Optimization exercise on an open flow, not production practice. RTL: at most simulated, not proved equivalent. Function not checked: run 6. Power: default activity.

--- flow/config.mk ---
export PLATFORM = sky130hd
export DESIGN_NAME = unpipelined_divider
export DESIGN_NICKNAME = unpipelined_divider
export VERILOG_FILES = /design/flow/design.v
export SDC_FILE = /design/flow/constraint.sdc
export NUM_CORES = 4
export LEC_CHECK = 0
export CAP_MARGIN = 20
export CORE_MARGIN = 2
export CORE_UTILIZATION = 55
export CTS_BUF_LIST = sky130_fd_sc_hd__clkbuf_4 sky130_fd_sc_hd__clkbuf_8
export SETUP_SLACK_MARGIN = 1.25
export SLEW_MARGIN = 20
export SYNTH_HIERARCHICAL = 1
export SYNTH_MINIMUM_KEEP_SIZE = 0
--- flow/constraint.sdc ---
create_clock -name core_clock -period 4.0 [get_ports {clk}]
set_input_delay 0.8000 -clock core_clock [delete_from_list [all_inputs] [get_ports {clk}]]
set_output_delay 0.8000 -clock core_clock [all_outputs]
set_load 0.01 [all_outputs]
--- flow/design.v ---
module unpipelined_divider #
(
    parameter N = 32
)
(
    input wire [N-1:0] dividend,
    input wire [N-1:0] divisor,
    input wire start,
    input wire rst,
    input wire clk,
    output wire [N-1:0] quotient,
    output wire [N-1:0] remainder,
    output reg done
);
    reg [N-1:0] rem_reg;    
    reg [N-1:0] quot_reg;   
    reg         x_reg;      
    reg [4:0]   cnt;        
    reg         busy;
    wire [3:0] d_any, x_any;
    genvar k;
    generate
        for (k = 0; k < 4; k = k + 1) begin : byte_or
            or8 od (.a(divisor[8*k +: 8]), .y(d_any[k]));
            or8 ox (.a(dividend[8*k +: 8]), .y(x_any[k]));
        end
    endgenerate
    wire sk3, sk2, sk1;
    skip_dec sd (.d_any(d_any), .x_any(x_any), .sk3(sk3), .sk2(sk2), .sk1(sk1));
    wire [1:0] sh = {sk2, sk3 | (sk1 & ~sk2)};
    wire ld3 = start & sk3;
    wire ld2 = start & sk2 & ~sk3;
    wire ld1 = start & sk1 & ~sk2;
    wire [N-1:0] rem_load = ({N{ld3}} & {8'd0, dividend[N-1:8]}) |
                            ({N{ld2}} & {16'd0, dividend[N-1:16]}) |
                            ({N{ld1}} & {24'd0, dividend[N-1:24]});
    wire [N-1:0] x_by_cnt;
    generate
        for (k = 0; k < N - 1; k = k + 1) begin : xb
            assign x_by_cnt[k] = dividend[N-2-k];
        end
    endgenerate
    assign x_by_cnt[N-1] = 1'b0;
    wire x_first = dividend[{~sh, 3'b111}];
    wire [N:0] t = {rem_reg, x_reg};
    wire [N-1:0] diff;
    wire ge;
    div_step step (.a(t[N-1:0]), .b(divisor), .top(t[N]), .diff(diff), .ge(ge));
    wire take;
    and2b tk (.a(ge), .b_n(start), .y(take));
    wire [N-1:0] rem_hold = rem_load | ({N{~start}} & t[N-1:0]);
    wire [N-1:0] rem_next;
    generate
        for (k = 0; k < N; k = k + 1) begin : rnext
            mux2 mg (.s(take), .a(rem_hold[k]), .b(diff[k]), .y(rem_next[k]));
        end
    endgenerate
    always @(posedge clk) begin
        rem_reg <= rem_next;
        quot_reg <= start ? {N{1'b0}} : {quot_reg[N-2:0], ge};
        x_reg    <= start ? x_first : x_by_cnt[cnt];
    end
    always @(posedge clk or posedge rst) begin
        if (rst) begin
            busy <= 1'b0;
            done <= 1'b0;
            cnt  <= 5'd0;
        end else begin
            done <= busy && (cnt == 5'd31);
            if (start) begin
                busy <= 1'b1;
                cnt  <= {sh, 3'b000};
            end else if (busy) begin
                cnt <= cnt + 5'd1;
                if (cnt == 5'd31) busy <= 1'b0;
            end
        end
    end
    assign quotient  = quot_reg;
    assign remainder = rem_reg;
endmodule
module div_step (
    input  wire [31:0] a,
    input  wire [31:0] b,
    input  wire        top,
    output wire [31:0] diff,
    output wire        ge
);
    wire x = top;
    wire g0_0;
    sk_gen0 l0 (.a(a[0]), .b(b[0]), .g(g0_0));
    wire g0_1, p0_1;
    sk_gen  lg1 (.a(a[1]), .b(b[1]), .g(g0_1));
    sk_prop lp1 (.a(a[1]), .b(b[1]), .p(p0_1));
    wire g0_2, p0_2;
    sk_gen  lg2 (.a(a[2]), .b(b[2]), .g(g0_2));
    sk_prop lp2 (.a(a[2]), .b(b[2]), .p(p0_2));
    wire g0_3, p0_3;
    sk_gen  lg3 (.a(a[3]), .b(b[3]), .g(g0_3));
    sk_prop lp3 (.a(a[3]), .b(b[3]), .p(p0_3));
    wire g0_4, p0_4;
    sk_gen  lg4 (.a(a[4]), .b(b[4]), .g(g0_4));
    sk_prop lp4 (.a(a[4]), .b(b[4]), .p(p0_4));
    wire g0_5, p0_5;
    sk_gen  lg5 (.a(a[5]), .b(b[5]), .g(g0_5));
    sk_prop lp5 (.a(a[5]), .b(b[5]), .p(p0_5));
    wire g0_6, p0_6;
    sk_gen  lg6 (.a(a[6]), .b(b[6]), .g(g0_6));
    sk_prop lp6 (.a(a[6]), .b(b[6]), .p(p0_6));
    wire g0_7, p0_7;
    sk_gen  lg7 (.a(a[7]), .b(b[7]), .g(g0_7));
    sk_prop lp7 (.a(a[7]), .b(b[7]), .p(p0_7));
    wire g0_8, p0_8;
    sk_gen  lg8 (.a(a[8]), .b(b[8]), .g(g0_8));
    sk_prop lp8 (.a(a[8]), .b(b[8]), .p(p0_8));
    wire g0_9, p0_9;
    sk_gen  lg9 (.a(a[9]), .b(b[9]), .g(g0_9));
    sk_prop lp9 (.a(a[9]), .b(b[9]), .p(p0_9));
    wire g0_10, p0_10;
    sk_gen  lg10 (.a(a[10]), .b(b[10]), .g(g0_10));
    sk_prop lp10 (.a(a[10]), .b(b[10]), .p(p0_10));
    wire g0_11, p0_11;
    sk_gen  lg11 (.a(a[11]), .b(b[11]), .g(g0_11));
    sk_prop lp11 (.a(a[11]), .b(b[11]), .p(p0_11));
    wire g0_12, p0_12;
    sk_gen  lg12 (.a(a[12]), .b(b[12]), .g(g0_12));
    sk_prop lp12 (.a(a[12]), .b(b[12]), .p(p0_12));
    wire g0_13, p0_13;
    sk_gen  lg13 (.a(a[13]), .b(b[13]), .g(g0_13));
    sk_prop lp13 (.a(a[13]), .b(b[13]), .p(p0_13));
    wire g0_14, p0_14;
    sk_gen  lg14 (.a(a[14]), .b(b[14]), .g(g0_14));
    sk_prop lp14 (.a(a[14]), .b(b[14]), .p(p0_14));
    wire g0_15, p0_15;
    sk_gen  lg15 (.a(a[15]), .b(b[15]), .g(g0_15));
    sk_prop lp15 (.a(a[15]), .b(b[15]), .p(p0_15));
    wire g0_16, p0_16;
    sk_gen  lg16 (.a(a[16]), .b(b[16]), .g(g0_16));
    sk_prop lp16 (.a(a[16]), .b(b[16]), .p(p0_16));
    wire g0_17, p0_17;
    sk_gen  lg17 (.a(a[17]), .b(b[17]), .g(g0_17));
    sk_prop lp17 (.a(a[17]), .b(b[17]), .p(p0_17));
    wire g0_18, p0_18;
    sk_gen  lg18 (.a(a[18]), .b(b[18]), .g(g0_18));
    sk_prop lp18 (.a(a[18]), .b(b[18]), .p(p0_18));
    wire g0_19, p0_19;
    sk_gen  lg19 (.a(a[19]), .b(b[19]), .g(g0_19));
    sk_prop lp19 (.a(a[19]), .b(b[19]), .p(p0_19));
    wire g0_20, p0_20;
    sk_gen  lg20 (.a(a[20]), .b(b[20]), .g(g0_20));
    sk_prop lp20 (.a(a[20]), .b(b[20]), .p(p0_20));
    wire g0_21, p0_21;
    sk_gen  lg21 (.a(a[21]), .b(b[21]), .g(g0_21));
    sk_prop lp21 (.a(a[21]), .b(b[21]), .p(p0_21));
    wire g0_22, p0_22;
    sk_gen  lg22 (.a(a[22]), .b(b[22]), .g(g0_22));
    sk_prop lp22 (.a(a[22]), .b(b[22]), .p(p0_22));
    wire g0_23, p0_23;
    sk_gen  lg23 (.a(a[23]), .b(b[23]), .g(g0_23));
    sk_prop lp23 (.a(a[23]), .b(b[23]), .p(p0_23));
    wire g0_24, p0_24;
    sk_gen  lg24 (.a(a[24]), .b(b[24]), .g(g0_24));
    sk_prop lp24 (.a(a[24]), .b(b[24]), .p(p0_24));
    wire g0_25, p0_25;
    sk_gen  lg25 (.a(a[25]), .b(b[25]), .g(g0_25));
    sk_prop lp25 (.a(a[25]), .b(b[25]), .p(p0_25));
    wire g0_26, p0_26;
    sk_gen  lg26 (.a(a[26]), .b(b[26]), .g(g0_26));
    sk_prop lp26 (.a(a[26]), .b(b[26]), .p(p0_26));
    wire g0_27, p0_27;
    sk_gen  lg27 (.a(a[27]), .b(b[27]), .g(g0_27));
    sk_prop lp27 (.a(a[27]), .b(b[27]), .p(p0_27));
    wire g0_28, p0_28;
    sk_gen  lg28 (.a(a[28]), .b(b[28]), .g(g0_28));
    sk_prop lp28 (.a(a[28]), .b(b[28]), .p(p0_28));
    wire g0_29, p0_29;
    sk_gen  lg29 (.a(a[29]), .b(b[29]), .g(g0_29));
    sk_prop lp29 (.a(a[29]), .b(b[29]), .p(p0_29));
    wire g0_30, p0_30;
    sk_gen  lg30 (.a(a[30]), .b(b[30]), .g(g0_30));
    sk_prop lp30 (.a(a[30]), .b(b[30]), .p(p0_30));
    wire g0_31, p0_31;
    sk_gen  lg31 (.a(a[31]), .b(b[31]), .g(g0_31));
    sk_prop lp31 (.a(a[31]), .b(b[31]), .p(p0_31));
    wire g1_1;
    sk_dotg_p n0 (.gh(g0_1), .ph(p0_1), .gl(g0_0), .g(g1_1));
    wire g1_3, p1_3;
    sk_dot_p n1 (.gh(g0_3), .ph(p0_3), .gl(g0_2), .pl(p0_2), .g(g1_3), .p(p1_3));
    wire g1_5, p1_5;
    sk_dot_p n2 (.gh(g0_5), .ph(p0_5), .gl(g0_4), .pl(p0_4), .g(g1_5), .p(p1_5));
    wire g1_7, p1_7;
    sk_dot_p n3 (.gh(g0_7), .ph(p0_7), .gl(g0_6), .pl(p0_6), .g(g1_7), .p(p1_7));
    wire g1_9, p1_9;
    sk_dot_p n4 (.gh(g0_9), .ph(p0_9), .gl(g0_8), .pl(p0_8), .g(g1_9), .p(p1_9));
    wire g1_11, p1_11;
    sk_dot_p n5 (.gh(g0_11), .ph(p0_11), .gl(g0_10), .pl(p0_10), .g(g1_11), .p(p1_11));
    wire g1_13, p1_13;
    sk_dot_p n6 (.gh(g0_13), .ph(p0_13), .gl(g0_12), .pl(p0_12), .g(g1_13), .p(p1_13));
    wire g1_15, p1_15;
    sk_dot_p n7 (.gh(g0_15), .ph(p0_15), .gl(g0_14), .pl(p0_14), .g(g1_15), .p(p1_15));
    wire g1_17, p1_17;
    sk_dot_p n8 (.gh(g0_17), .ph(p0_17), .gl(g0_16), .pl(p0_16), .g(g1_17), .p(p1_17));
    wire g1_19, p1_19;
    sk_dot_p n9 (.gh(g0_19), .ph(p0_19), .gl(g0_18), .pl(p0_18), .g(g1_19), .p(p1_19));
    wire g1_21, p1_21;
    sk_dot_p n10 (.gh(g0_21), .ph(p0_21), .gl(g0_20), .pl(p0_20), .g(g1_21), .p(p1_21));
    wire g1_23, p1_23;
    sk_dot_p n11 (.gh(g0_23), .ph(p0_23), .gl(g0_22), .pl(p0_22), .g(g1_23), .p(p1_23));
    wire g1_25, p1_25;
    sk_dot_p n12 (.gh(g0_25), .ph(p0_25), .gl(g0_24), .pl(p0_24), .g(g1_25), .p(p1_25));
    wire g1_27, p1_27;
    sk_dot_p n13 (.gh(g0_27), .ph(p0_27), .gl(g0_26), .pl(p0_26), .g(g1_27), .p(p1_27));
    wire g1_29, p1_29;
    sk_dot_p n14 (.gh(g0_29), .ph(p0_29), .gl(g0_28), .pl(p0_28), .g(g1_29), .p(p1_29));
    wire g1_31, p1_31;
    sk_dot_p n15 (.gh(g0_31), .ph(p0_31), .gl(g0_30), .pl(p0_30), .g(g1_31), .p(p1_31));
    wire g1_1_c;
    sk_inv i_g1_1 (.a(g1_1), .y(g1_1_c));
    wire g2_2;
    sk_dotg_p n16 (.gh(g0_2), .ph(p0_2), .gl(g1_1_c), .g(g2_2));
    wire g2_3;
    sk_dotg_n n17 (.gh(g1_3), .ph(p1_3), .gl(g1_1), .g(g2_3));
    wire g1_5_c;
    sk_inv i_g1_5 (.a(g1_5), .y(g1_5_c));
    wire p1_5_c;
    sk_inv i_p1_5 (.a(p1_5), .y(p1_5_c));
    wire g2_6, p2_6;
    sk_dot_p n18 (.gh(g0_6), .ph(p0_6), .gl(g1_5_c), .pl(p1_5_c), .g(g2_6), .p(p2_6));
    wire g2_7, p2_7;
    sk_dot_n n19 (.gh(g1_7), .ph(p1_7), .gl(g1_5), .pl(p1_5), .g(g2_7), .p(p2_7));
    wire g1_9_c;
    sk_inv i_g1_9 (.a(g1_9), .y(g1_9_c));
    wire p1_9_c;
    sk_inv i_p1_9 (.a(p1_9), .y(p1_9_c));
    wire g2_10, p2_10;
    sk_dot_p n20 (.gh(g0_10), .ph(p0_10), .gl(g1_9_c), .pl(p1_9_c), .g(g2_10), .p(p2_10));
    wire g2_11, p2_11;
    sk_dot_n n21 (.gh(g1_11), .ph(p1_11), .gl(g1_9), .pl(p1_9), .g(g2_11), .p(p2_11));
    wire g1_13_c;
    sk_inv i_g1_13 (.a(g1_13), .y(g1_13_c));
    wire p1_13_c;
    sk_inv i_p1_13 (.a(p1_13), .y(p1_13_c));
    wire g2_14, p2_14;
    sk_dot_p n22 (.gh(g0_14), .ph(p0_14), .gl(g1_13_c), .pl(p1_13_c), .g(g2_14), .p(p2_14));
    wire g2_15, p2_15;
    sk_dot_n n23 (.gh(g1_15), .ph(p1_15), .gl(g1_13), .pl(p1_13), .g(g2_15), .p(p2_15));
    wire g1_17_c;
    sk_inv i_g1_17 (.a(g1_17), .y(g1_17_c));
    wire p1_17_c;
    sk_inv i_p1_17 (.a(p1_17), .y(p1_17_c));
    wire g2_18, p2_18;
    sk_dot_p n24 (.gh(g0_18), .ph(p0_18), .gl(g1_17_c), .pl(p1_17_c), .g(g2_18), .p(p2_18));
    wire g2_19, p2_19;
    sk_dot_n n25 (.gh(g1_19), .ph(p1_19), .gl(g1_17), .pl(p1_17), .g(g2_19), .p(p2_19));
    wire g1_21_c;
    sk_inv i_g1_21 (.a(g1_21), .y(g1_21_c));
    wire p1_21_c;
    sk_inv i_p1_21 (.a(p1_21), .y(p1_21_c));
    wire g2_22, p2_22;
    sk_dot_p n26 (.gh(g0_22), .ph(p0_22), .gl(g1_21_c), .pl(p1_21_c), .g(g2_22), .p(p2_22));
    wire g2_23, p2_23;
    sk_dot_n n27 (.gh(g1_23), .ph(p1_23), .gl(g1_21), .pl(p1_21), .g(g2_23), .p(p2_23));
    wire g1_25_c;
    sk_inv i_g1_25 (.a(g1_25), .y(g1_25_c));
    wire p1_25_c;
    sk_inv i_p1_25 (.a(p1_25), .y(p1_25_c));
    wire g2_26, p2_26;
    sk_dot_p n28 (.gh(g0_26), .ph(p0_26), .gl(g1_25_c), .pl(p1_25_c), .g(g2_26), .p(p2_26));
    wire g2_27, p2_27;
    sk_dot_n n29 (.gh(g1_27), .ph(p1_27), .gl(g1_25), .pl(p1_25), .g(g2_27), .p(p2_27));
    wire g1_29_c;
    sk_inv i_g1_29 (.a(g1_29), .y(g1_29_c));
    wire p1_29_c;
    sk_inv i_p1_29 (.a(p1_29), .y(p1_29_c));
    wire g2_30, p2_30;
    sk_dot_p n30 (.gh(g0_30), .ph(p0_30), .gl(g1_29_c), .pl(p1_29_c), .g(g2_30), .p(p2_30));
    wire g2_31, p2_31;
    sk_dot_n n31 (.gh(g1_31), .ph(p1_31), .gl(g1_29), .pl(p1_29), .g(g2_31), .p(p2_31));
    wire g3_4;
    sk_dotg_p n32 (.gh(g0_4), .ph(p0_4), .gl(g2_3), .g(g3_4));
    wire g2_3_c;
    sk_inv i_g2_3 (.a(g2_3), .y(g2_3_c));
    wire g3_5;
    sk_dotg_n n33 (.gh(g1_5), .ph(p1_5), .gl(g2_3_c), .g(g3_5));
    wire g3_6;
    sk_dotg_n n34 (.gh(g2_6), .ph(p2_6), .gl(g2_3_c), .g(g3_6));
    wire g3_7;
    sk_dotg_p n35 (.gh(g2_7), .ph(p2_7), .gl(g2_3), .g(g3_7));
    wire g3_12, p3_12;
    sk_dot_p n36 (.gh(g0_12), .ph(p0_12), .gl(g2_11), .pl(p2_11), .g(g3_12), .p(p3_12));
    wire g2_11_c;
    sk_inv i_g2_11 (.a(g2_11), .y(g2_11_c));
    wire p2_11_c;
    sk_inv i_p2_11 (.a(p2_11), .y(p2_11_c));
    wire g3_13, p3_13;
    sk_dot_n n37 (.gh(g1_13), .ph(p1_13), .gl(g2_11_c), .pl(p2_11_c), .g(g3_13), .p(p3_13));
    wire g3_14, p3_14;
    sk_dot_n n38 (.gh(g2_14), .ph(p2_14), .gl(g2_11_c), .pl(p2_11_c), .g(g3_14), .p(p3_14));
    wire g3_15, p3_15;
    sk_dot_p n39 (.gh(g2_15), .ph(p2_15), .gl(g2_11), .pl(p2_11), .g(g3_15), .p(p3_15));
    wire g3_20, p3_20;
    sk_dot_p n40 (.gh(g0_20), .ph(p0_20), .gl(g2_19), .pl(p2_19), .g(g3_20), .p(p3_20));
    wire g2_19_c;
    sk_inv i_g2_19 (.a(g2_19), .y(g2_19_c));
    wire p2_19_c;
    sk_inv i_p2_19 (.a(p2_19), .y(p2_19_c));
    wire g3_21, p3_21;
    sk_dot_n n41 (.gh(g1_21), .ph(p1_21), .gl(g2_19_c), .pl(p2_19_c), .g(g3_21), .p(p3_21));
    wire g3_22, p3_22;
    sk_dot_n n42 (.gh(g2_22), .ph(p2_22), .gl(g2_19_c), .pl(p2_19_c), .g(g3_22), .p(p3_22));
    wire g3_23, p3_23;
    sk_dot_p n43 (.gh(g2_23), .ph(p2_23), .gl(g2_19), .pl(p2_19), .g(g3_23), .p(p3_23));
    wire g3_28, p3_28;
    sk_dot_p n44 (.gh(g0_28), .ph(p0_28), .gl(g2_27), .pl(p2_27), .g(g3_28), .p(p3_28));
    wire g2_27_c;
    sk_inv i_g2_27 (.a(g2_27), .y(g2_27_c));
    wire p2_27_c;
    sk_inv i_p2_27 (.a(p2_27), .y(p2_27_c));
    wire g3_29, p3_29;
    sk_dot_n n45 (.gh(g1_29), .ph(p1_29), .gl(g2_27_c), .pl(p2_27_c), .g(g3_29), .p(p3_29));
    wire g3_30, p3_30;
    sk_dot_n n46 (.gh(g2_30), .ph(p2_30), .gl(g2_27_c), .pl(p2_27_c), .g(g3_30), .p(p3_30));
    wire g3_31, p3_31;
    sk_dot_p n47 (.gh(g2_31), .ph(p2_31), .gl(g2_27), .pl(p2_27), .g(g3_31), .p(p3_31));
    wire g3_7_c;
    sk_inv i_g3_7 (.a(g3_7), .y(g3_7_c));
    wire g4_8;
    sk_dotg_p n48 (.gh(g0_8), .ph(p0_8), .gl(g3_7_c), .g(g4_8));
    wire g4_9;
    sk_dotg_n n49 (.gh(g1_9), .ph(p1_9), .gl(g3_7), .g(g4_9));
    wire g4_10;
    sk_dotg_n n50 (.gh(g2_10), .ph(p2_10), .gl(g3_7), .g(g4_10));
    wire g4_11;
    sk_dotg_p n51 (.gh(g2_11), .ph(p2_11), .gl(g3_7_c), .g(g4_11));
    wire g4_12;
    sk_dotg_n n52 (.gh(g3_12), .ph(p3_12), .gl(g3_7), .g(g4_12));
    wire g4_13;
    sk_dotg_p n53 (.gh(g3_13), .ph(p3_13), .gl(g3_7_c), .g(g4_13));
    wire g4_14;
    sk_dotg_p n54 (.gh(g3_14), .ph(p3_14), .gl(g3_7_c), .g(g4_14));
    wire g4_15;
    sk_dotg_n n55 (.gh(g3_15), .ph(p3_15), .gl(g3_7), .g(g4_15));
    wire g3_23_c;
    sk_inv i_g3_23 (.a(g3_23), .y(g3_23_c));
    wire p3_23_c;
    sk_inv i_p3_23 (.a(p3_23), .y(p3_23_c));
    wire g4_24, p4_24;
    sk_dot_p n56 (.gh(g0_24), .ph(p0_24), .gl(g3_23_c), .pl(p3_23_c), .g(g4_24), .p(p4_24));
    wire g4_25, p4_25;
    sk_dot_n n57 (.gh(g1_25), .ph(p1_25), .gl(g3_23), .pl(p3_23), .g(g4_25), .p(p4_25));
    wire g4_26, p4_26;
    sk_dot_n n58 (.gh(g2_26), .ph(p2_26), .gl(g3_23), .pl(p3_23), .g(g4_26), .p(p4_26));
    wire g4_27, p4_27;
    sk_dot_p n59 (.gh(g2_27), .ph(p2_27), .gl(g3_23_c), .pl(p3_23_c), .g(g4_27), .p(p4_27));
    wire g4_28, p4_28;
    sk_dot_n n60 (.gh(g3_28), .ph(p3_28), .gl(g3_23), .pl(p3_23), .g(g4_28), .p(p4_28));
    wire g4_29, p4_29;
    sk_dot_p n61 (.gh(g3_29), .ph(p3_29), .gl(g3_23_c), .pl(p3_23_c), .g(g4_29), .p(p4_29));
    wire g4_30, p4_30;
    sk_dot_p n62 (.gh(g3_30), .ph(p3_30), .gl(g3_23_c), .pl(p3_23_c), .g(g4_30), .p(p4_30));
    wire g4_31, p4_31;
    sk_dot_n n63 (.gh(g3_31), .ph(p3_31), .gl(g3_23), .pl(p3_23), .g(g4_31), .p(p4_31));
    wire g5_16;
    sk_dotg_p n64 (.gh(g0_16), .ph(p0_16), .gl(g4_15), .g(g5_16));
    wire g4_15_c;
    sk_inv i_g4_15 (.a(g4_15), .y(g4_15_c));
    wire g5_17;
    sk_dotg_n n65 (.gh(g1_17), .ph(p1_17), .gl(g4_15_c), .g(g5_17));
    wire g5_18;
    sk_dotg_n n66 (.gh(g2_18), .ph(p2_18), .gl(g4_15_c), .g(g5_18));
    wire g5_19;
    sk_dotg_p n67 (.gh(g2_19), .ph(p2_19), .gl(g4_15), .g(g5_19));
    wire g5_20;
    sk_dotg_n n68 (.gh(g3_20), .ph(p3_20), .gl(g4_15_c), .g(g5_20));
    wire g5_21;
    sk_dotg_p n69 (.gh(g3_21), .ph(p3_21), .gl(g4_15), .g(g5_21));
    wire g5_22;
    sk_dotg_p n70 (.gh(g3_22), .ph(p3_22), .gl(g4_15), .g(g5_22));
    wire g5_23;
    sk_dotg_n n71 (.gh(g3_23), .ph(p3_23), .gl(g4_15_c), .g(g5_23));
    wire g5_24;
    sk_dotg_n n72 (.gh(g4_24), .ph(p4_24), .gl(g4_15_c), .g(g5_24));
    wire g5_25;
    sk_dotg_p n73 (.gh(g4_25), .ph(p4_25), .gl(g4_15), .g(g5_25));
    wire g5_26;
    sk_dotg_p n74 (.gh(g4_26), .ph(p4_26), .gl(g4_15), .g(g5_26));
    wire g5_27;
    sk_dotg_n n75 (.gh(g4_27), .ph(p4_27), .gl(g4_15_c), .g(g5_27));
    wire g5_28;
    sk_dotg_p n76 (.gh(g4_28), .ph(p4_28), .gl(g4_15), .g(g5_28));
    wire g5_29;
    sk_dotg_n n77 (.gh(g4_29), .ph(p4_29), .gl(g4_15_c), .g(g5_29));
    wire g5_30;
    sk_dotg_n n78 (.gh(g4_30), .ph(p4_30), .gl(g4_15_c), .g(g5_30));
    wire g5_31;
    sk_dotg_p_x n79 (.gh(g4_31), .ph(p4_31), .gl(g4_15), .x(x), .g(g5_31));
    assign ge = ~g5_31;
    sk_diff0 s0 (.a(a[0]), .b(b[0]), .s(diff[0]));
    sk_sum s1 (.p(p0_1), .c(g0_0), .s(diff[1]));
    sk_sumn s2 (.p(p0_2), .c(g1_1), .s(diff[2]));
    sk_sumn s3 (.p(p0_3), .c(g2_2), .s(diff[3]));
    sk_sum s4 (.p(p0_4), .c(g2_3), .s(diff[4]));
    sk_sumn s5 (.p(p0_5), .c(g3_4), .s(diff[5]));
    sk_sum s6 (.p(p0_6), .c(g3_5), .s(diff[6]));
    sk_sum s7 (.p(p0_7), .c(g3_6), .s(diff[7]));
    sk_sumn s8 (.p(p0_8), .c(g3_7), .s(diff[8]));
    sk_sumn s9 (.p(p0_9), .c(g4_8), .s(diff[9]));
    sk_sum s10 (.p(p0_10), .c(g4_9), .s(diff[10]));
    sk_sum s11 (.p(p0_11), .c(g4_10), .s(diff[11]));
    sk_sumn s12 (.p(p0_12), .c(g4_11), .s(diff[12]));
    sk_sum s13 (.p(p0_13), .c(g4_12), .s(diff[13]));
    sk_sumn s14 (.p(p0_14), .c(g4_13), .s(diff[14]));
    sk_sumn s15 (.p(p0_15), .c(g4_14), .s(diff[15]));
    sk_sum s16 (.p(p0_16), .c(g4_15), .s(diff[16]));
    sk_sumn s17 (.p(p0_17), .c(g5_16), .s(diff[17]));
    sk_sum s18 (.p(p0_18), .c(g5_17), .s(diff[18]));
    sk_sum s19 (.p(p0_19), .c(g5_18), .s(diff[19]));
    sk_sumn s20 (.p(p0_20), .c(g5_19), .s(diff[20]));
    sk_sum s21 (.p(p0_21), .c(g5_20), .s(diff[21]));
    sk_sumn s22 (.p(p0_22), .c(g5_21), .s(diff[22]));
    sk_sumn s23 (.p(p0_23), .c(g5_22), .s(diff[23]));
    sk_sum s24 (.p(p0_24), .c(g5_23), .s(diff[24]));
    sk_sum s25 (.p(p0_25), .c(g5_24), .s(diff[25]));
    sk_sumn s26 (.p(p0_26), .c(g5_25), .s(diff[26]));
    sk_sumn s27 (.p(p0_27), .c(g5_26), .s(diff[27]));
    sk_sum s28 (.p(p0_28), .c(g5_27), .s(diff[28]));
    sk_sumn s29 (.p(p0_29), .c(g5_28), .s(diff[29]));
    sk_sum s30 (.p(p0_30), .c(g5_29), .s(diff[30]));
    sk_sum s31 (.p(p0_31), .c(g5_30), .s(diff[31]));
endmodule
module and2b (input wire a, input wire b_n, output wire y);
    assign y = a & ~b_n;
endmodule
module mux2 (input wire s, input wire a, input wire b, output wire y);
    assign y = s ? b : a;
endmodule
module or8 (input wire [7:0] a, output wire y);
    assign y = |a;
endmodule
module skip_dec (input wire [3:0] d_any, input wire [3:0] x_any,
                 output wire sk3, output wire sk2, output wire sk1);
    wire d_nz = |d_any;
    assign sk3 = d_any[3] | (d_nz & ~(|x_any[3:1]));
    assign sk2 = (|d_any[3:2]) | (d_nz & ~(|x_any[3:2]));
    assign sk1 = (|d_any[3:1]) | (d_nz & ~x_any[3]);
endmodule
module sk_gen0 (input wire a, input wire b, output wire g);
    assign g = a | ~b;
endmodule
module sk_gen (input wire a, input wire b, output wire g);
    assign g = a & ~b;
endmodule
module sk_prop (input wire a, input wire b, output wire p);
    assign p = ~(a ^ b);
endmodule
module sk_dot_p (input wire gh, input wire ph, input wire gl, input wire pl,
                 output wire g, output wire p);
    assign g = ~(gh | (ph & gl));
    assign p = ~(ph & pl);
endmodule
module sk_dot_pi (input wire gh, input wire ph, input wire gl, input wire pl,
                  output wire g, output wire p);
    assign g = ~(gh | (ph & ~gl));
    assign p = ~(ph & ~pl);
endmodule
module sk_dot_n (input wire gh, input wire ph, input wire gl, input wire pl,
                 output wire g, output wire p);
    assign g = ~(gh & (ph | gl));
    assign p = ~(ph | pl);
endmodule
module sk_dot_ni (input wire gh, input wire ph, input wire gl, input wire pl,
                  output wire g, output wire p);
    assign g = ~(gh & (ph | ~gl));
    assign p = ~(ph | ~pl);
endmodule
module sk_dotg_p (input wire gh, input wire ph, input wire gl, output wire g);
    assign g = ~(gh | (ph & gl));
endmodule
module sk_dotg_pi (input wire gh, input wire ph, input wire gl, output wire g);
    assign g = ~(gh | (ph & ~gl));
endmodule
module sk_dotg_n (input wire gh, input wire ph, input wire gl, output wire g);
    assign g = ~(gh & (ph | gl));
endmodule
module sk_dotg_ni (input wire gh, input wire ph, input wire gl, output wire g);
    assign g = ~(gh & (ph | ~gl));
endmodule
module sk_dotg_p_x (input wire gh, input wire ph, input wire gl, input wire x,
                    output wire g);
    assign g = ~(x | gh | (ph & gl));
endmodule
module sk_dotg_pi_x (input wire gh, input wire ph, input wire gl, input wire x,
                     output wire g);
    assign g = ~(x | gh | (ph & ~gl));
endmodule
module sk_dotg_n_x (input wire gh, input wire ph, input wire gl, input wire x,
                    output wire g);
    assign g = x | ~(gh & (ph | gl));
endmodule
module sk_dotg_ni_x (input wire gh, input wire ph, input wire gl, input wire x,
                     output wire g);
    assign g = x | ~(gh & (ph | ~gl));
endmodule
module sk_inv (input wire a, output wire y);
    assign y = ~a;
endmodule
module sk_sum (input wire p, input wire c, output wire s);
    assign s = p ^ c;
endmodule
module sk_sumn (input wire p, input wire c, output wire s);
    assign s = ~(p ^ c);
endmodule
module sk_diff0 (input wire a, input wire b, output wire s);
    assign s = a ^ b;
endmodule
--- flow/flow/run.sh ---
#!/bin/bash
# The standard layout (standard.sh) with two changes:
#  - the final ABC mapping of the standard synthesis uses flow/abc_map.script
#    (ORFS's speed script without its blanket upsizing);
#  - the port buffers are the library's smallest plain buffer (buffer_ports
#    otherwise picks a delay cell).
set -euo pipefail
here=$(pwd)
export FLOW_SYNTH_TCL=$here/synth_recipe.tcl
export MY_ABC_SCRIPT=$here/flow/abc_map.script
export BUFFER_PORTS_ARGS="-buffer_cell sky130_fd_sc_hd__buf_1"
sed "s#SYNTH_SCRIPT=[^ ]*#SYNTH_SCRIPT=$here/flow/my_synth.tcl#" standard.sh > my_standard.sh
grep -q "SYNTH_SCRIPT=$here/flow/my_synth.tcl" my_standard.sh
bash my_standard.sh > standard.log 2>&1
--- flow/flow/abc_map.script ---
&get -n
&st
&dch
&nf
&st
&syn2
&if -g -K 6
&synch2
&nf
&st
&syn2
&if -g -K 6
&synch2
&nf
&st
&syn2
&if -g -K 6
&synch2
&nf
&st
&syn2
&if -g -K 6
&synch2
&nf
&st
&syn2
&if -g -K 6
&synch2
&nf
&put
buffer -c
topo
stime -c

dnsize -c
--- flow/flow/my_synth.tcl ---
# The standard flow's synthesis (synth_recipe.tcl, unchanged), except that the final ABC
# technology mapping runs flow/abc_map.script instead of ORFS's speed script
proc abc {args} {
  set i [lsearch -exact $args -script]
  if {$i >= 0} {
    lset args [expr {$i + 1}] $::env(MY_ABC_SCRIPT)
  }
  yosys abc {*}$args
}
source $::env(FLOW_SYNTH_TCL)
--- flow/standard.sh ---
#!/bin/bash
# synth_recipe.tcl (not shown) runs the flow's synth.tcl, then flattens the netlist and writes it again
# the make line also repeats each setting of config.mk as NAME=value (left out here)
make -C /OpenROAD-flow-scripts/flow DESIGN_CONFIG=/design/flow/config.mk WORK_HOME=/design/flow/orfs CLKGATE_MAP_FILE= SYNTH_SCRIPT=/design/flow/synth_recipe.tcl "${@:-finish}"
==> results of run 1 <==
power breakdown:
group	switching, mW	internal [mW]
clock	0.306	0.237
combinational	0.884	0.827
sequential	0.202	0.862
timing repair:
action	4_1_cts	5_1_grt
setup buffers	4	3
endpoints found under the setup margin	26	32
resized for setup	0	16
pin swaps	1	2
gates cloned	0	0
routing by layer:
layer	up-vias	share of wire (%)	wire (um)
met5	-	0	0
met4	0	1.3	155
met3	19	6.1	723
met2	163	50	5910
met1	2013	43	5150
li1	2196	-	-
area by class of cell:
type,instances,area (um^2),share of cell area [%]
timing repair buffer,145,623,10.7
tap,105,131,2.27
clock inverter,7,62.6,1.08
inverter,32,120,2.07
clock buffer,9,124,2.14
multi-input combinational,429,3260,56.2
sequential,72,1480,25.5
stage by stage:
step | cells | utilization [%] | hold slack [ps] | power, mW | cell area [um^2]
after floorplan | 552 | - | 492 | 2.33 | 4830
after global placement | 776 | 67.1 | 442 | 2.70 | 5460
after detailed placement | 776 | 67.1 | 452 | 2.73 | 5460
after CTS | 796 | 69.7 | 354 | 3.30 | 5670
after global routing | 799 | 71.3 | 359 | 3.55 | 5800
final | 799 | 71.3 | 358 | 3.32 | 5800
worst max-delay path by stage:
stage / end / cells after the start
global route: x_reg$_DFF_P_ / 10
finish: x_reg$_DFF_P_ / 10
CTS: rem_reg[15]$_DFF_P_ / 10
detailed placement: rem_reg[15]$_DFF_P_ / 11
global placement: rem_reg[1]$_DFF_P_ / 11
floorplan: rem_reg[0]$_DFF_P_ / 9
cells in the final DEF, fill, tap and decap left out, types with 4 or more instances in the layout:
| master | n |
|---|---|
| clkbuf_8 | 9 |
| dfrtp_1 | 7 |
| a22o_1 | 8 |
| inv_1 | 32 |
| a22oi_1 | 17 |
| xnor2_2 | 15 |
| nand2_1 | 40 |
| xor2_1 | 18 |
| a21oi_1 | 45 |
| a21oi_2 | 4 |
| nor4_1 | 11 |
| buf_1 | 130 |
| mux4_2 | 7 |
| a221oi_2 | 6 |
| dfxtp_1 | 65 |
| nor2b_1 | 72 |
| mux2i_1 | 7 |
| buf_4 | 12 |
| mux2_2 | 32 |
| xnor2_1 | 29 |
| xnor2_4 | 4 |
| o21ai_0 | 37 |
| nor2_1 | 40 |
==> results.json, run 1 <==
{
  "fin_crit_sh_pct": 69.5,
  "holdBufCountCts": 0,
  "ys_warn_count": 7,
  "ff2ff_path_depth": 10,
  "syn_area_per_cell_um2": 8.32,
  "criticalPathCategory": "in -> reg",
  "critPathTopFamily": "compound AO/OA/AOI/OAI gates",
  "vias": 4391,
  "wl_per_cell_um": 14.9,
  "antenna_found_initial": 0,
  "drtIter0Drc": 195,
  "met3_usage_pct": 4.66,
  "ios": 132,
  "drc": 0,
  "p_leak_nw": 2.21,
  "grt_pass1_vias": 3883,
  "drv_cap": 0,
  "grt_max_degree": 58,
  "use_met1_pct": 33.3,
  "fin_crit_ps": 2780,
  "cts-buffers-inserted": 9,
  "cp.required_ps": 4240,
  "core-area_um2": 8130,
  "rsz0062_at_grt": "true",
  "clk_path_buf_depth": 2,
  "place.gp.congestion": 0.899,
  "worst_pin_slew_ps": 576,
  "cts_root_buf": "clkbuf_8",
  "regToRegStartpoint": "rem_reg[0]$_DFF_P_",
  "grt_use_total_pct": 25.7,
  "num-fill-cells": 665,
  "crit_start": "dividend[23]",
  "post-dp-hpwl_um": 9050,
  "peakVddDrop_mv": 0.289,
  "cts_tree": "yes",
  "via_per_inst": 5.50,
  "drive_gt1_share_pct": 16.7,
  "io_buffers": 131,
  "ff2ff_setup_slack_ps": 1580,
  "max_stage_delay_ps": 420,
  "slew_viol_final": 0,
  "rows": 33,
  "slew-limit-headroom_pct": 61.6,
  "area_growth_pct": 26.3,
  "grt_pass1_wl_um": 18200,
  "clock_latency_ps": 340,
  "dr.pass1.iters": 4,
  "max_freq_mhz": 360,
  "syn-num-nets": 621,
  "routed_wl_um": 11900,
  "grt-busiest-layer": "met2",
  "setup_viol": 0,
  "syn-cell-area_um2": 4590,
  "path_buf_inv": 3,
  "nets": 758,
  "clkTransAtPathRegs_ps": 90,
  "initial_core_util_pct": 56.5,
  "cts.sinks": 72,
  "start_kind": "input port",
  "min_path_type": "in -> async",
  "die_w_um": 95.4,
  "dp_slack_ps": 686,
  "syn_inst": 552,
  "status": "no timing/DRC/antenna violations",
  "tns_ps": 0,
  "antenna_left": 0,
  "fin_ws_ps": 1220,
  "final.setup_skew_ps": 8.95,
  "grt_util_met2_pct": 44.3,
  "crit_fanout": 6,
  "crit_slowest_cell": "o41ai_2",
  "h-tree-depth": 3,
  "end_kind": "register",
  "reg2reg_to": "rem_reg[10]$_DFF_P_",
  "timing_hold_violations_final": 0,
  "path_cells": "buf_1 -> nor4_1 -> nand2_1 -> o41ai_2 -> buf_4 -> buf_12 -> mux2_2 -> a21oi_1 -> o21ai_0 -> and4_1",
  "overflow": 0,
  "cellPowerDensity_nw_per_um2": 572,
  "fp.dieH_um": 95.4,
  "n_antenna_cell": 0,
  "cp.arrival_ps": 3020,
  "die_area_um2": 9100
}
Testbench counts, summed over its fixed seeds: cycles 10,456, items 512.
==> run 2, diff against run 1 <==
--- a/flow/config.mk
+++ b/flow/config.mk
@@ -10,5 +10,5 @@
 export CORE_UTILIZATION = 55
 export CTS_BUF_LIST = sky130_fd_sc_hd__clkbuf_4 sky130_fd_sc_hd__clkbuf_8
-export SETUP_SLACK_MARGIN = 1.25
+export SETUP_SLACK_MARGIN = 1.0
 export SLEW_MARGIN = 20
 export SYNTH_HIERARCHICAL = 1
==> run 2 against run 1 <==
- global-route usage hardly changed
- first-iteration DRC count grew 7.2%
- sequential power about the same
- sequential share of layout area increased by 1.7 points
- register-to-register slack worse by 160 ps
- critical endpoint is now rem_reg[13]$_DFF_P_
- flip-flop and latch count is the same
- count of clock-buffer cells in the layout is the same
- clock skew rose by 2.0 ps
- critical path depth rose by 1
- worst hold slack got worse by 22 ps
==> results.json, run 2 <==
{
  "cts_root_buf": "clkbuf_8",
  "final_common_cell": "buf_1",
  "grt_max_degree": 39,
  "max_freq_mhz": 361,
  "rsz0062_at_grt": "false",
  "clk_path_buf_depth": 2,
  "status": "no timing/DRC/antenna violations",
  "peakVddDrop_mv": 0.289,
  "clkTransAtPathRegs_ps": 90,
  "clock_latency_ps": 350,
  "slew-limit-headroom_pct": 54.6,
  "io_buffers": 131,
  "cts-buffers-inserted": 9,
  "final.setup_skew_ps": 11.0,
  "drtIter0Drc": 209,
  "vias": 4365,
  "grt_pass1_vias": 3853,
  "area_growth_pct": 18.3,
  "worst_pin_slew_ps": 675,
  "fin_crit_sh_pct": 69.3,
  "cp.arrival_ps": 3010,
  "post_cts_resized": 0,
  "p_total_mw": 3.15,
  "p_leak_nw": 2.03,
  "post-dp-hpwl_um": 8910,
  "tns_ps": 0,
  "fin_crit_ps": 2770,
  "syn_inst": 552,
  "place.gp.congestion": 0.936,
  "nets": 751,
  "finish.utilization_pct": 66.8,
  "via_per_inst": 5.51,
  "setup_viol": 0,
  "dp_cells": 774,
  "cts_tree": "yes",
  "grt_pass1_wl_um": 18300,
  "layout_common_cells": "130 x buf_1, 72 x nor2b_1, 65 x dfxtp_1",
  "syn_area_per_cell_um2": 8.32,
  "antenna_found_initial": 0,
  "drive_gt1_share_pct": 10.2,
  "ff2ff_path_depth": 10,
  "cellPowerDensity_nw_per_um2": 580,
  "syn-num-nets": 621,
  "syn-cell-area_um2": 4590,
  "die_area_um2": 9100,
  "stdcell_count": 792,
  "start_kind": "input port",
  "die_w_um": 95.4,
  "min_path_type": "in -> async",
  "ys_warn_count": 7,
  "antenna_left": 0,
  "overflow": 0,
  "end_kind": "register",
  "grt_use_total_pct": 25.7,
  "dr.pass1.iters": 5,
  "routed_wl_um": 11800,
  "criticalPathCategory": "in -> reg",
  "cts.sinks": 72,
  "rows": 33,
  "crit_fanout": 23,
  "wl_per_cell_um": 14.9,
  "initial_core_util_pct": 56.5,
  "whs_ps": 335,
  "drv_cap": 0,
  "cp.required_ps": 4240,
  "ios": 132,
  "n_antenna_cell": 0,
  "slew_viol_final": 0,
  "h-tree-depth": 3,
  "drc": 0,
  "timing_hold_violations_final": 0,
  "fp.dieH_um": 95.4,
  "core-area_um2": 8130
}
[run 2: cell type report]
class | count | area (um^2)
well taps | 105 | 131
multi-input cells | 429 | 2960
repair buffers | 138 | 558
clock buffers | 9 | 124
clock inverters | 7 | 61.3
inverters | 32 | 120
flip-flops and latches | 72 | 1480
fillers | 702 | 2700
[run 2: path summary, 6_finish.rpt]
kind	start	slack, ps	endpoint
worst max-delay path	divisor[0]	1230	rem_reg[13]$_DFF_P_
worst min-delay path	rst	340	cnt[0]$_DFFE_PP0P_
worst max register to register	rem_reg[9]$_DFF_P_	1420	rem_reg[13]$_DFF_P_
worst min register to register	quot_reg[14]$_SDFF_PP0_	460	quot_reg[15]$_SDFF_PP0_
max in group asynchronous	rst	3440	cnt[1]$_DFFE_PP0P_
min in group core_clock	quot_reg[14]$_SDFF_PP0_	460	quot_reg[15]$_SDFF_PP0_
[run 2: stage by stage]
step                      setup WS (ps)  cell area [um^2]
after floorplan                    1020              4620
after global placement              737              5230
after detailed placement            684              5230
after CTS                          1030              5410
after global routing                999              5430
final                              1230              5430
[run 2: power by group]
group          switching, mW  internal, mW  leakage [nW]
registers              0.169         0.862         0.613
clock network          0.315         0.237        0.0888
logic                  0.841         0.726          1.33
[run 2: metal layers]
layer	GRT usage [%]	wire length, um	up-vias
met2	44.7	5850	161
met5	0	0	-
met3	4.11	780	5
li1	-	-	2167
met1	33.2	5100	2032
met4	6.90	63	0
[run 2: worst max-delay path, stage by stage]
cell and delay [ps]:
buf_1 160, nand2b_1 130, a21oi_1 300, o21ai_2 150
a21oi_2 360, o21ai_4 160, a211oi_1 240, inv_1 80
nor2b_4 140, buf_12 190, mux2_2 270
[run 2: what timing repair did]
action	4_1_cts	5_1_grt
setup endpoints to repair	0	24
setup buffers	0	2
hold buffers	0	0
==> run 3, diff against run 2 <==
--- a/flow/config.mk
+++ b/flow/config.mk
@@ -8,5 +8,5 @@
 export CAP_MARGIN = 20
 export CORE_MARGIN = 2
-export CORE_UTILIZATION = 55
+export CORE_UTILIZATION = 50
 export CTS_BUF_LIST = sky130_fd_sc_hd__clkbuf_4 sky130_fd_sc_hd__clkbuf_8
 export SETUP_SLACK_MARGIN = 1.0
==> run 3 against run 2 <==
- still clean
- total power rose by 1.4%
- sequential share of layout area fell by 0.17 points
- fmax fell by 1.7%
- flip-flop and latch count did not move
- count of clock-buffer cells in the layout did not move
==> results.json, run 3 <==
{
  "grt_pass1_vias": 4053,
  "max_freq_mhz": 355,
  "syn-num-nets": 621,
  "fin_crit_sh_pct": 70.5,
  "min_path_type": "in -> async",
  "slew-limit-headroom_pct": 58.0,
  "fp.dieH_um": 99.8,
  "end_kind": "register",
  "cts-buffers-inserted": 9,
  "die_area_um2": 9970,
  "num-fill-cells": 842,
  "fin_area_um2": 5460,
  "place.gp.congestion": 0.952,
  "cp.required_ps": 4240,
  "worst_pin_slew_ps": 624,
  "rsz0062_at_grt": "false",
  "criticalPathCategory": "in -> reg",
  "cts_root_buf": "clkbuf_8",
  "drtIter0Drc": 134,
  "h-tree-depth": 3,
  "ys_warn_count": 7,
  "drv_cap": 0,
  "status": "no timing/DRC/antenna violations",
  "nets": 752,
  "cp.arrival_ps": 3060,
  "start_kind": "input port",
  "timing_hold_violations_final": 0,
  "wl_per_cell_um": 15.3,
  "post-dp-hpwl_um": 9390,
  "final.setup_skew_ps": 12.4,
  "crit_fanout": 24,
  "via_per_inst": 5.50,
  "routed_wl_um": 12200,
  "vias": 4380,
  "ff2ff_setup_slack_ps": 1400,
  "grt_max_degree": 58,
  "area_growth_pct": 19.0,
  "cts.sinks": 72,
  "grt_use_total_pct": 24.6,
  "dr.pass1.iters": 5,
  "n_antenna_cell": 0,
  "p_leak_nw": 2.06,
  "drive_gt1_share_pct": 10.9,
  "whs_ps": 327,
  "setup_viol": 0,
  "final_common_cell": "buf_1",
  "crit_end": "rem_reg[6]$_DFF_P_",
  "antenna_left": 0,
  "core-area_um2": 8810,
  "syn-cell-area_um2": 4590,
  "cts_tree": "yes",
  "clk_path_buf_depth": 2,
  "crit_start": "divisor[1]",
  "grt_pass1_wl_um": 19800,
  "fin_crit_ps": 2820,
  "antenna_found_initial": 0,
  "syn_inst": 552,
  "syn_area_per_cell_um2": 8.32,
  "cellPowerDensity_nw_per_um2": 585,
  "place_area_um2": 5240,
  "peakVddDrop_mv": 0.287,
  "regToRegStartpoint": "rem_reg[0]$_DFF_P_",
  "layout_common_cells": "130 x buf_1, 72 x nor2b_1, 65 x dfxtp_1",
  "initial_core_util_pct": 52.1,
  "rows": 34,
  "tns_ps": 0,
  "ios": 132,
  "overflow": 0,
  "slew_viol_final": 0,
  "drc": 0,
  "clock_latency_ps": 350,
  "io_buffers": 131,
  "die_w_um": 99.8,
  "reg2reg_to": "rem_reg[6]$_DFF_P_",
  "ff2ff_path_depth": 10,
  "clkTransAtPathRegs_ps": 90,
  "seq_area_um2": 1480,
  "multiInputGateArea_um2": 2980
}
## run 3: metal layers
layer | track usage (%) | wire, um | share of wire, % | up-vias
li1 | - | - | - | 2172
met1 | 33.8 | 5550 | 45 | 2029
met2 | 39.3 | 5580 | 46 | 164
met3 | 4.67 | 856 | 7.0 | 15
met4 | 7.90 | 221 | 1.8 | 0
met5 | 0 | 0 | 0 | -
## run 3: worst min path at each step
stage                                       start                 endpoint  slack [ps]  cells past startpoint
after global placement    quot_reg[17]$_SDFF_PP0_  quot_reg[18]$_SDFF_PP0_         440                      1
after global routing                          rst           busy$_DFF_PP0_         350                      2
final                                         rst       cnt[0]$_DFFE_PP0P_         330                      2
after detailed placement  quot_reg[29]$_SDFF_PP0_  quot_reg[30]$_SDFF_PP0_         450                      1
after CTS                                     rst       cnt[2]$_DFFE_PP0P_         320                      2
after floorplan            quot_reg[9]$_SDFF_PP0_  quot_reg[10]$_SDFF_PP0_         490                      1
## run 3: timing repair
item | in CTS | in global routing
gates resized for setup | 0 | 6
hold buffers | 0 | 0
buffers inserted | 2 | 0
setup endpoints to repair | 21 | 27
## run 3: layout make-up
| type | instances | area share [%] |
|---|---|---|
| well taps | 108 | 2.47 |
| flip-flops and latches | 72 | 27.0 |
| clock inverters | 7 | 1.10 |
| inverters | 32 | 2.20 |
| repair buffers | 139 | 10.4 |
| clock buffers | 9 | 2.27 |
| multi-input cells | 429 | 54.6 |
## run 3: critical path, cell delays in order
cell,delay (ps)
buf_1,110
xnor2_1,250
a21oi_1,170
o21ai_2,280
a21oi_2,170
o21ai_4,330
a211oi_1,120
inv_1,80
nor2b_4,190
buf_12,200
mux2_2,350
## run 3: through the flow
stage | worst slack (ps) | total power, mW | utilization, % | cells
2_1_floorplan | 1020 | 2.20 | - | 552
3_3_place_gp | 706 | 2.58 | 59.5 | 778
3_5_place_dp | 618 | 2.61 | 59.5 | 778
4_1_cts | 1170 | 3.19 | 61.7 | 796
5_1_grt | 1000 | 3.44 | 62.0 | 796
6_report | 1180 | 3.20 | 62.0 | 796
## run 3: power breakdown
group	total [mW]	switching, mW	internal (mW)
clock	0.560	0.321	0.239
sequential	1.04	0.177	0.862
combinational	1.60	0.860	0.737
total	3.20	1.36	1.84
==> run 4, diff against run 3 <==
--- a/flow/config.mk
+++ b/flow/config.mk
@@ -8,5 +8,5 @@
 export CAP_MARGIN = 20
 export CORE_MARGIN = 2
-export CORE_UTILIZATION = 50
+export CORE_UTILIZATION = 65
 export CTS_BUF_LIST = sky130_fd_sc_hd__clkbuf_4 sky130_fd_sc_hd__clkbuf_8
 export SETUP_SLACK_MARGIN = 1.0
==> run 4 against run 3 <==
- setup slack gained 31 ps
- critical path depth is the same
- non-clock buffer count is 2 lower
- flip-flop and latch count did not move
- combinational power about the same
- area after synthesis unchanged
- via count up 3.6%
- global-route usage grew 6.4 points
- total power fell by 0.35%
- wire length shrank 1.2%
- largest cell class unchanged
- largest power group unchanged
==> results.json, run 4 <==
{
  "status": "no timing/DRC/antenna violations",
  "io_buffers": 131,
  "rsz0062_at_grt": "false",
  "dp_cells": 765,
  "n_antenna_cell": 0,
  "vias": 4538,
  "cts_root_buf": "clkbuf_8",
  "dp_slack_ps": 669,
  "grt_use_total_pct": 31.1,
  "slew_viol_final": 0,
  "fin_crit_ps": 2790,
  "fin_ws_ps": 1210,
  "ys_warn_count": 7,
  "final_common_cell": "buf_1",
  "rows": 30,
  "fp.dieH_um": 88.1,
  "min_path_type": "in -> async",
  "criticalPathCategory": "in -> reg",
  "drive_gt1_share_pct": 10.5,
  "slew-limit-headroom_pct": 54.4,
  "end_kind": "register",
  "cts.sinks": 72,
  "area_growth_pct": 18.3,
  "drtIter0Drc": 285,
  "antenna_found_initial": 0,
  "timing_hold_violations_final": 0,
  "drv_cap": 0,
  "p_leak_nw": 2.04,
  "via_per_inst": 5.80,
  "crit_end": "rem_reg[0]$_DFF_P_",
  "max_freq_mhz": 358,
  "syn_area_per_cell_um2": 8.32,
  "fin_area_um2": 5430,
  "die_w_um": 88.1,
  "regToRegStartpoint": "rem_reg[0]$_DFF_P_",
  "final.setup_skew_ps": 12.3,
  "grt_max_degree": 58,
  "die_area_um2": 7750,
  "ff2ff_setup_slack_ps": 1400,
  "post-dp-hpwl_um": 8930,
  "routed_wl_um": 12100,
  "initial_core_util_pct": 67.2,
  "syn-num-nets": 621,
  "clock_latency_ps": 340,
  "nets": 750,
  "clkTransAtPathRegs_ps": 90,
  "setup_viol": 0,
  "cp.required_ps": 4230,
  "h-tree-depth": 3,
  "fin_crit_sh_pct": 69.8,
  "worst_pin_slew_ps": 678,
  "clk_path_buf_depth": 2,
  "dr.pass1.iters": 5,
  "wl_per_cell_um": 15.4,
  "crit_fanout": 23,
  "grt_pass1_wl_um": 19100,
  "grt_pass1_vias": 4089,
  "place.gp.congestion": 0.936,
  "layout_common_cells": "130 x buf_1, 72 x nor2b_1, 65 x dfxtp_1",
  "overflow": 0,
  "antenna_left": 0,
  "cts-buffers-inserted": 9,
  "ff2ff_path_depth": 10,
  "reg2reg_to": "rem_reg[0]$_DFF_P_",
  "cellPowerDensity_nw_per_um2": 586,
  "syn-cell-area_um2": 4590,
  "ios": 132,
  "syn_inst": 552,
  "crit_start": "divisor[0]",
  "holdBufCountCts": 0,
  "core-area_um2": 6830,
  "cts_tree": "yes",
  "tns_ps": 0,
  "drc": 0,
  "place_area_um2": 5210,
  "cp.arrival_ps": 3020,
  "stdcell_count": 782,
  "peakVddDrop_mv": 0.442,
  "start_kind": "input port"
}
-- run 4: through the flow --
| step | util, % | hold WS (ps) | power (mW) |
|---|---|---|---|
| final | 79.5 | 346 | 3.18 |
| after CTS | 79.0 | 342 | 3.16 |
| after global placement | 76.3 | 442 | 2.55 |
| after detailed placement | 76.3 | 450 | 2.59 |
| after global routing | 79.5 | 354 | 3.40 |
| after floorplan | - | 492 | 2.20 |
-- run 4: repair_timing --
item,CTS,global route
gates resized for setup,0,4
buffers inserted,0,1
endpoints found under the setup margin,0,32
-- run 4: where the power goes --
group | internal (mW) | leakage, nW | switching, mW
registers | 0.862 | 0.613 | 0.176
logic | 0.729 | 1.34 | 0.868
clock network | 0.237 | 0.0888 | 0.312
total | 1.83 | 2.04 | 1.36
-- run 4: worst min-delay path by stage --
stage,start,end,cells after the start
after floorplan,quot_reg[9]$_SDFF_PP0_,quot_reg[10]$_SDFF_PP0_,1
after global placement,quot_reg[12]$_SDFF_PP0_,quot_reg[13]$_SDFF_PP0_,1
after detailed placement,quot_reg[27]$_SDFF_PP0_,quot_reg[28]$_SDFF_PP0_,1
after CTS,rst,done$_DFF_PP0_,2
after global routing,rst,busy$_DFF_PP0_,2
final,rst,busy$_DFF_PP0_,2
-- run 4: per-layer routing --
metal	track usage, %	vias up	wire, um
met4	12.1	0	346
met2	52.8	235	5840
li1	-	2175	-
met5	0	-	0
met3	5.66	41	877
met1	39.2	2087	5000
-- run 4: layout make-up --
| class | count | area [um^2] |
|---|---|---|
| multi-input combinational | 429 | 2980 |
| fill | 499 | 1400 |
| clock inverter | 7 | 61.3 |
| inverter | 32 | 120 |
| sequential | 72 | 1480 |
| clock buffer | 9 | 124 |
| tap | 96 | 120 |
| timing repair buffer | 137 | 551 |
-- run 4: worst max-delay path, stage by stage --
cell      delay, ps
buf_1           160
nand2b_1        120
a21oi_1         300
o21ai_2         150
a21oi_2         380
o21ai_4         170
a211oi_1        230
inv_1            70
nor2b_4         140
buf_12          190
mux2_2          290
==> run 5, diff against run 4 <==
--- a/flow/config.mk
+++ b/flow/config.mk
@@ -8,5 +8,5 @@
 export CAP_MARGIN = 20
 export CORE_MARGIN = 2
-export CORE_UTILIZATION = 65
+export CORE_UTILIZATION = 60
 export CTS_BUF_LIST = sky130_fd_sc_hd__clkbuf_4 sky130_fd_sc_hd__clkbuf_8
 export SETUP_SLACK_MARGIN = 1.0
==> run 5 against run 4 <==
- critical path type unchanged
- die area rose by 7.9%
- final cell count rose by 0.38%
- fmax rose by 0.47%
- highest routed layer unchanged
- flip-flop and latch count did not move
==> results.json, run 5 <==
{
  "status": "no timing/DRC/antenna violations",
  "clk_path_buf_depth": 2,
  "grt_pass1_vias": 4006,
  "fp.dieH_um": 91.5,
  "wl_per_cell_um": 14.9,
  "drv_cap": 0,
  "dr.pass1.iters": 5,
  "end_kind": "register",
  "final_common_cell": "buf_1",
  "criticalPathCategory": "in -> reg",
  "grt_max_degree": 40,
  "drc": 0,
  "ys_warn_count": 7,
  "timing_hold_violations_final": 0,
  "cts_root_buf": "clkbuf_8",
  "antenna_found_initial": 0,
  "n_antenna_cell": 0,
  "fin_area_um2": 5430,
  "slew_viol_final": 0,
  "via_per_inst": 5.54,
  "die_w_um": 91.5,
  "ff2ff_path_depth": 10,
  "route.met3.wl_um": 804,
  "tns_ps": 0,
  "rows": 31,
  "cts-buffers-inserted": 9,
  "crit_fanout": 23,
  "cp.required_ps": 4230,
  "die_area_um2": 8370,
  "power_frac_comb_pct": 49.9,
  "crit_slowest_cell": "mux2_2",
  "layout_common_cells": "130 x buf_1, 72 x nor2b_1, 65 x dfxtp_1",
  "fin_ws_ps": 1220,
  "antenna_left": 0,
  "path_cells": "buf_1 -> xnor2_1 -> a21oi_1 -> o21ai_2 -> a21oi_2 -> o21ai_4 -> a211oi_1 -> inv_1 -> nor2b_4 -> buf_12 -> mux2_2",
  "cp.arrival_ps": 3010,
  "cellPowerDensity_nw_per_um2": 579,
  "grt_use_total_pct": 27.6,
  "dp_cells": 768,
  "final.setup_skew_ps": 8.85,
  "path_buf_inv": 3,
  "cts.sinks": 72,
  "clock_latency_ps": 340,
  "seq_area_um2": 1480,
  "routed_wl_um": 11700,
  "regToRegStartpoint": "rem_reg[0]$_DFF_P_",
  "place_area_um2": 5220,
  "syn-num-nets": 621,
  "rsz0062_at_grt": "false",
  "core-area_um2": 7330,
  "clkTransAtPathRegs_ps": 90,
  "syn_inst": 552,
  "multiInputGateArea_um2": 2970,
  "start_kind": "input port",
  "overflow": 0,
  "fin_crit_sh_pct": 69.4,
  "stdcell_count": 785,
  "setup_viol": 0,
  "met1_length_um": 4930,
  "drtIter0Drc": 231,
  "whs_ps": 363,
  "p_sw_mw": 1.32,
  "seqPwrFrac_pct": 32.8,
  "io_buffers": 131,
  "p_total_mw": 3.14,
  "slew-limit-headroom_pct": 54.1,
  "p_sw_share_pct": 41.9,
  "ff2ff_setup_slack_ps": 1440,
  "wl_met2_um": 5830,
  "place.gp.congestion": 0.902,
  "intPower_mw": 1.83,
  "worst_pin_slew_ps": 683,
  "top_layer": "met4",
  "ios": 132,
  "nets": 750,
  "max_freq_mhz": 360,
  "max_stage_delay_ps": 360,
  "post-dp-hpwl_um": 9030,
  "min_path_type": "in -> async",
  "p_leak_nw": 2.04,
  "power.share.clock_pct": 17.3,
  "syn-cell-area_um2": 4590,
  "syn_area_per_cell_um2": 8.32,
  "fin_crit_ps": 2780,
  "dp_slack_ps": 658,
  "initial_core_util_pct": 62.6,
  "critPathTopFamily": "compound AO/OA/AOI/OAI gates",
  "reg2reg_to": "rem_reg[13]$_DFF_P_",
  "num-fill-cells": 618,
  "finish.utilization_pct": 74.0,
  "peakVddDrop_mv": 0.373,
  "drive_gt1_share_pct": 10.2,
  "h-tree-depth": 3,
  "cts_tree": "yes",
  "vias": 4345,
  "area_growth_pct": 18.2,
  "grt_pass1_wl_um": 18700
}
run 5: cell count changes in the layout (fill, tap and decap cells not counted), sizes merged:
cell | before | now
inv | 36 | 35
clkinv | 1 | 3
clkinvlp | 2 | 1
run 5: per-layer routing:
metal / vias to the layer above / track usage [%]
met5: - / 0
met4: 0 / 8.96
met1: 2004 / 35.3
met2: 161 / 46.7
li1: 2172 / -
met3: 8 / 5.06
run 5: power by group through the flow:
stage,registers (mW),logic [mW],clock network [mW]
floorplan,1.06,1.13,0
finish,1.03,1.57,0.542
CTS,1.03,1.55,0.557
detailed placement,1.05,1.54,0
global placement,1.04,1.51,0
global route,1.06,1.73,0.585
run 5: timing repair:
item / 4_1_cts / 5_1_grt
endpoints found under the setup margin: 0 / 23
hold buffers: 0 / 0
gates resized for setup: 0 / 2
setup buffers: 0 / 1
run 5: how the worst max path moves through the flow:
stage / from / end / cells after the start
after global routing: divisor[1] / rem_reg[26]$_DFF_P_ / 11
after detailed placement: divisor[1] / rem_reg[13]$_DFF_P_ / 11
after global placement: divisor[1] / rem_reg[12]$_DFF_P_ / 11
after CTS: divisor[1] / rem_reg[13]$_DFF_P_ / 11
after floorplan: divisor[1] / rem_reg[0]$_DFF_P_ / 9
final: divisor[1] / rem_reg[13]$_DFF_P_ / 11
run 5: layout make-up:
| cell class | count | share of cell area, % |
|---|---|---|
| Inverter | 32 | 2.21 |
| Timing Repair Buffer | 137 | 10.1 |
| Multi-Input combinational cell | 429 | 54.7 |
| Tap cell | 99 | 2.28 |
| Clock buffer | 9 | 2.28 |
| Clock inverter | 7 | 1.20 |
| Sequential cell | 72 | 27.2 |
run 5: worst reg2reg max path, stage by stage, from the launching register on:
cell and delay, ps:
dfxtp_1 420, xnor2_1 120, a21oi_1 310, o21ai_2 160, a21oi_2 360, o21ai_4 160
a211oi_1 230, inv_1 80, nor2b_4 140, buf_12 180, mux2_2 290
==> run 6, diff against run 5 <==
--- a/flow/design.v
+++ b/flow/design.v
@@ -45,8 +45,9 @@
     wire [N:0] t = {rem_reg, x_reg};
     wire [N-1:0] diff;
-    wire ge;
-    div_step step (.a(t[N-1:0]), .b(divisor), .top(t[N]), .diff(diff), .ge(ge));
+    wire ge, ge_n;
+    div_step step (.a(t[N-1:0]), .b(divisor), .top(t[N]), .diff(diff), .ge(ge),
+                   .ge_n(ge_n));
     wire take;
-    and2b tk (.a(ge), .b_n(start), .y(take));
+    nor2 tk (.a(ge_n), .b(start), .y(take));
     wire [N-1:0] rem_hold = rem_load | ({N{~start}} & t[N-1:0]);
     wire [N-1:0] rem_next;
@@ -85,5 +86,6 @@
     input  wire        top,
     output wire [31:0] diff,
-    output wire        ge
+    output wire        ge,
+    output wire        ge_n
 );
     wire x = top;
@@ -395,5 +397,6 @@
     wire g5_31;
     sk_dotg_p_x n79 (.gh(g4_31), .ph(p4_31), .gl(g4_15), .x(x), .g(g5_31));
-    assign ge = ~g5_31;
+    assign ge_n = g5_31;
+    sk_inv i_ge (.a(g5_31), .y(ge));
     sk_diff0 s0 (.a(a[0]), .b(b[0]), .s(diff[0]));
     sk_sum s1 (.p(p0_1), .c(g0_0), .s(diff[1]));
@@ -429,6 +432,6 @@
     sk_sum s31 (.p(p0_31), .c(g5_30), .s(diff[31]));
 endmodule
-module and2b (input wire a, input wire b_n, output wire y);
-    assign y = a & ~b_n;
+module nor2 (input wire a, input wire b, output wire y);
+    assign y = ~(a | b);
 endmodule
 module mux2 (input wire s, input wire a, input wire b, output wire y);
--- a/flow/config.mk
+++ b/flow/config.mk
@@ -8,5 +8,5 @@
 export CAP_MARGIN = 20
 export CORE_MARGIN = 2
-export CORE_UTILIZATION = 60
+export CORE_UTILIZATION = 55
 export CTS_BUF_LIST = sky130_fd_sc_hd__clkbuf_4 sky130_fd_sc_hd__clkbuf_8
 export SETUP_SLACK_MARGIN = 1.0
==> run 6 against run 5 <==
- still clean
- worst hold slack worse by 31 ps
- count of clock-buffer cells in the layout stayed put
- clock power is 3% higher
- critical path depth is 1 lower
- final area is 0.44% higher
- register-to-register slack worse by 60 ps
- via count is 1.4% higher
- final cell count is 1.1% higher
- wire length is 2.5% higher
- sequential share of layout area is 0.12 points lower
- fmax is 1.1% lower
- first-iteration DRC count is 10% lower
==> results.json, run 6 <==
{
  "final.setup_skew_ps": 13.8,
  "ios": 132,
  "via_per_inst": 5.55,
  "cp.required_ps": 4230,
  "criticalPathCategory": "in -> reg",
  "area_growth_pct": 18.8,
  "grt_pass1_vias": 3999,
  "final_common_cell": "buf_1",
  "io_buffers": 131,
  "rsz0062_at_grt": "false",
  "dp_cells": 776,
  "worst_pin_slew_ps": 582,
  "syn_area_per_cell_um2": 8.31,
  "path_buf_inv": 2,
  "slew-limit-headroom_pct": 61.2,
  "cts-buffers-inserted": 9,
  "fin_crit_sh_pct": 70.2,
  "drtIter0Drc": 207,
  "status": "no timing/DRC/antenna violations",
  "n_antenna_cell": 0,
  "tns_ps": 0,
  "dr.pass1.iters": 5,
  "critPathTopFamily": "compound AO/OA/AOI/OAI gates",
  "crit_slowest_cell": "mux2_2",
  "initial_core_util_pct": 56.4,
  "overflow": 0,
  "cts.sinks": 72,
  "clock_latency_ps": 350,
  "grt_pass1_wl_um": 18700,
  "dp_slack_ps": 762,
  "place.gp.congestion": 0.901,
  "vias": 4407,
  "drc": 0,
  "layout_common_cells": "130 x buf_1, 72 x nor2b_1, 65 x dfxtp_1",
  "path_cells": "buf_1 -> xnor2_1 -> a21oi_1 -> o21ai_2 -> a21oi_2 -> o21ai_4 -> a211oi_2 -> nor2_4 -> buf_4 -> mux2_2",
  "max_freq_mhz": 356,
  "p_leak_nw": 2.04,
  "whs_ps": 332,
  "nets": 753,
  "holdBufCountCts": 0,
  "die_w_um": 95.3,
  "regToRegStartpoint": "rem_reg[0]$_DFF_P_",
  "drv_cap": 0,
  "num-fill-cells": 753,
  "h-tree-depth": 3,
  "rows": 33,
  "cp.arrival_ps": 3040,
  "peakVddDrop_mv": 0.407,
  "fin_crit_ps": 2810,
  "ff2ff_path_depth": 9,
  "max_stage_delay_ps": 360,
  "min_path_type": "in -> async",
  "reg2reg_to": "rem_reg[13]$_DFF_P_",
  "fp.dieH_um": 95.3,
  "wl_per_cell_um": 15.1,
  "setup_viol": 0,
  "routed_wl_um": 12000,
  "timing_hold_violations_final": 0,
  "grt_max_degree": 58,
  "post-dp-hpwl_um": 9180,
  "core-area_um2": 8130,
  "ys_warn_count": 7,
  "ff2ff_setup_slack_ps": 1380,
  "cellPowerDensity_nw_per_um2": 588,
  "stdcell_count": 794,
  "grt_use_total_pct": 26.4,
  "slew_viol_final": 0,
  "cts_root_buf": "clkbuf_8",
  "end_kind": "register",
  "die_area_um2": 9090,
  "syn_inst": 552,
  "p_total_mw": 3.20,
  "antenna_left": 0,
  "clk_path_buf_depth": 2,
  "syn-cell-area_um2": 4590,
  "fin_ws_ps": 1190,
  "crit_fanout": 11,
  "clkTransAtPathRegs_ps": 90,
  "antenna_found_initial": 0,
  "syn-num-nets": 621,
  "drive_gt1_share_pct": 10.6,
  "start_kind": "input port",
  "cts_tree": "yes"
}
==> run 6: worst max-delay path by stage <==
stage                startpoint             endpoint  slack [ps]  depth (start not counted)
floorplan            divisor[9]   rem_reg[0]$_DFF_P_        1040                          8
CTS                 divisor[10]  rem_reg[13]$_DFF_P_        1120                         10
detailed placement   divisor[9]  rem_reg[13]$_DFF_P_         760                         10
global route        divisor[18]  rem_reg[13]$_DFF_P_        1020                         10
global placement     divisor[1]  rem_reg[12]$_DFF_P_         890                         10
finish               divisor[1]  rem_reg[13]$_DFF_P_        1190                         10
==> run 6: where the power goes <==
group / switching, mW / internal (mW)
clock network: 0.320 / 0.237
registers: 0.178 / 0.862
logic: 0.873 / 0.736
==> run 6: area by class of cell <==
type / instances / area, um^2 / area share (%)
Clock buffer: 9 / 124 / 2.27
Inverter: 32 / 120 / 2.20
Multi-Input combinational cell: 429 / 2960 / 54.4
Clock inverter: 7 / 61.3 / 1.12
Tap cell: 105 / 131 / 2.41
Sequential cell: 72 / 1480 / 27.1
Timing Repair Buffer: 140 / 573 / 10.5
==> run 6: metrics by stage <==
| stage | area (um^2) | utilization, % |
|---|---|---|
| 2_1_floorplan | 4620 | - |
| 3_3_place_gp | 5240 | 64.5 |
| 3_5_place_dp | 5240 | 64.5 |
| 4_1_cts | 5430 | 66.7 |
| 5_1_grt | 5450 | 67.0 |
| 6_report | 5450 | 67.0 |
==> run 6: timing repair <==
| action | CTS | global route |
|---|---|---|
| endpoints found under the setup margin | 0 | 11 |
| resized for setup | 0 | 3 |
| hold endpoints to repair | 0 | 0 |
| buffers inserted | 0 | 2 |
==> run 6: layer usage <==
layer	part of all wire (%)	wire length, um	global-route usage (%)	vias to the layer above
met5	0	0	0	-
met1	44	5210	33.6	2055
li1	-	-	-	2181
met3	6.1	733	4.03	18
met2	49	5810	44.7	153
met4	1.7	209	10.5	0
